Source: an optimization exercise on an open RTL-to-GDS flow (aim: small area and a short achievable clock period). Production flows keep margins and buffers that such runs may drop.
In this exercise RTL edits were held to simulation tests only and were not proved equivalent to the original.
Power figures rest on the tool's default switching activity, not on a simulated workload.

Design Q1S, start of the top module:
module Q1S(a, b, clk, res);
  input clk;
  input [31:0] a;
  input [31:0] b;
  output [63:0] res;
  reg r1_0;
  reg r1_1;
  reg r1_2;
  reg r1_3;
  reg r1_4;
  reg r1_5;
  reg r1_6;
  reg r1_7;
  reg r1_8;
  reg r1_9;
  reg r1_10;
  reg r1_11;
  reg r1_12;
  reg r1_13;
  reg r1_14;
  reg r1_15;
  reg r1_16;
  reg r1_17;
  reg r1_18;
  reg r1_19;
  reg r1_20;
  reg r1_21;
  reg r1_22;
  reg r1_23;
  reg r1_24;
  reg r1_25;
  reg r1_26;
  reg r1_27;
  reg r1_28;
  reg r1_29;
  reg r1_30;
  reg r1_31;
  wire g1;
  wire p2;
  wire g3;
  wire p4;
  wire g5;
  wire p6;
  wire g7;
  wire p8;
  wire g9;
  wire p10;
  wire g11;
  wire p12;
  wire g13;
  wire p14;
  wire g15;
  wire p16;
  wire g17;
  wire p18;
  wire g19;
  wire p20;
  wire g21;
  wire p22;
  wire g23;
  wire p24;
  wire g25;
  wire p26;
  wire g27;
  wire p28;
  wire g29;
  wire p30;
  wire g31;
  wire p32;
  wire g33;
  wire p34;
  wire g35;
  wire p36;
  wire g37;
  wire p38;
  wire g39;
  wire p40;
  wire g41;
  wire p42;
  wire g43;
  wire p44;
  wire g45;
  wire p46;
  wire g47;
  wire p48;
  wire g49;
  wire p50;
  wire g51;
  wire p52;
  wire g53;
  wire p54;
  wire g55;
  wire p56;
  wire g57;
  wire p58;
  wire g59;
  wire p60;
  wire g61;
  wire p62;
  wire G63;
  wire P64;
  wire G65;
  wire P66;
  wire G67;
  wire P68;
  wire G69;
  wire P70;
  wire G71;
  wire P72;
  wire G73;
  wire P74;
  wire G75;
  wire P76;
  wire G77;
  wire P78;
  wire G79;
  wire P80;
  wire G81;
  wire P82;
  wire G83;
  wire P84;
  wire G85;
  wire P86;
  wire G87;
  wire P88;
  wire G89;
  wire P90;
  wire G91;
  wire P92;
  ...
Size: ~3000 cells after synthesis, roughly 130 I/O pins, about 34000 sq um of cells after synthesis.
export LEC_CHECK = 0
export CAP_MARGIN = 20
export CORE_MARGIN = 2
export CORE_UTILIZATION = 55
export CTS_CLUSTER_DIAMETER = 100
export CTS_CLUSTER_SIZE = 20
export SETUP_SLACK_MARGIN = 4.9
export SLEW_MARGIN = 20
create_clock -name core_clock -period 7.5 [get_ports {clk}]
standard.sh (not shown) runs the stock make flow with config.mk's settings and CLKGATE_MAP_FILE= SYNTH_SCRIPT=/design/flow/synth_recipe.tcl, a recipe that flattens the netlist after the stock synthesis.
==> flow/flow/run.sh <==
#!/bin/bash
# The standard layout with two changes:
# - one extra step between synthesis and floorplan: flow/polarity.py picks the
#   polarity of each full-adder cell so that fewer inverters are needed
#   (FA(~a,~b,~c) = ~FA(a,b,c); xor2 and xnor2 swap to absorb input or output
#   inversions); registers are untouched.
# - the port buffers that placement inserts on every input and output are
#   buf_1 cells (timing repair still resizes them where needed).
set -euo pipefail
cd "$(dirname "$0")/.."
R="$PWD/orfs/results/${FLOW_PLATFORM:-sky130hd}/Q1S/base"
export BUFFER_PORTS_ARGS="-buffer_cell sky130_fd_sc_hd__buf_1"
bash standard.sh "$R/1_2_yosys.v" > synth.log 2>&1
cp "$R/1_2_yosys.v" synth_netlist_before_polarity.v
python3 flow/polarity.py "$R/1_2_yosys.v" > polarity.log 2>&1
bash standard.sh > layout.log 2>&1
Other scripts of this flow, unchanged in this note and not shown: flow/flow/polarity.py
Edit:
SETUP_SLACK_MARGIN = 5.0   (was 4.9)
Result:
- The new run produced a clean layout
- combinational power rises by about 1%
- via count rose by 0.45%
- wire length goes up by 0.99%
- worst hold slack barely changes
- global-route usage barely changes
- cell area rose by 1.9%
- synthesized area stays the same
- critical path depth climbs by 6
- maximum frequency falls by 1.6%
- clock power goes down by about 2%
- register-to-register slack loses 0.04 ns
Edit:
CTS_CLUSTER_DIAMETER = 90   (was 100)
CTS_CLUSTER_SIZE = 24   (was 20)
SETUP_SLACK_MARGIN = 4.9   (was 5.0)
The new run went through all stages and came out clean.
Routed wire length came out lower by 0.74%.
Critical path depth does not change.
Utilization came out lower by 0.61 points.
First-iteration DRC count came out higher by 3.5%.
Final cell count came out lower by 0.32%.
Worst hold slack is better by 0.011 ns.
Total power came out lower by 0.77%.
Non-clock buffer count came out lower by 3.
Final area came out lower by 1.0%.
Via count came out lower by 0.51%.
Die area does not change.

## afterwards: timing with drivers on the ports
How much do the figures lean on ideal ports? The routed layouts below were timed once more, with nothing changed but the port constraints. Step 1: set_driving_cell puts a clkbuf_16 on clk and a buf_2 on each other input, an assumption about the parent block. Step 2 times the ports against the registers' clock, not the clock port: input delays grow and output delays shrink by t, the midpoint of the rising clock arrivals with the driver on. Three values: ideal ports, drivers, drivers and shift; two values: the first two.
| run | shift t [ns] | setup slack, ns | worst register clock-pin slew, ns | worst data-port slew with drivers (ns) | pins driven straight from the clock port |
|---|---|---|---|---|---|
| the first run | 0.649 | 4.871 / 4.871 / 4.871 | 0.09 / 0.09 | 0.04 | 1 |
| the second run | 0.645 | 4.830 / 4.830 / 4.830 | 0.09 / 0.09 | 0.04 | 1 |
| the third run | 0.695 | 4.782 / 4.782 / 4.782 | 0.10 / 0.10 | 0.04 | 1 |
After both steps every run listed still meets setup and hold.
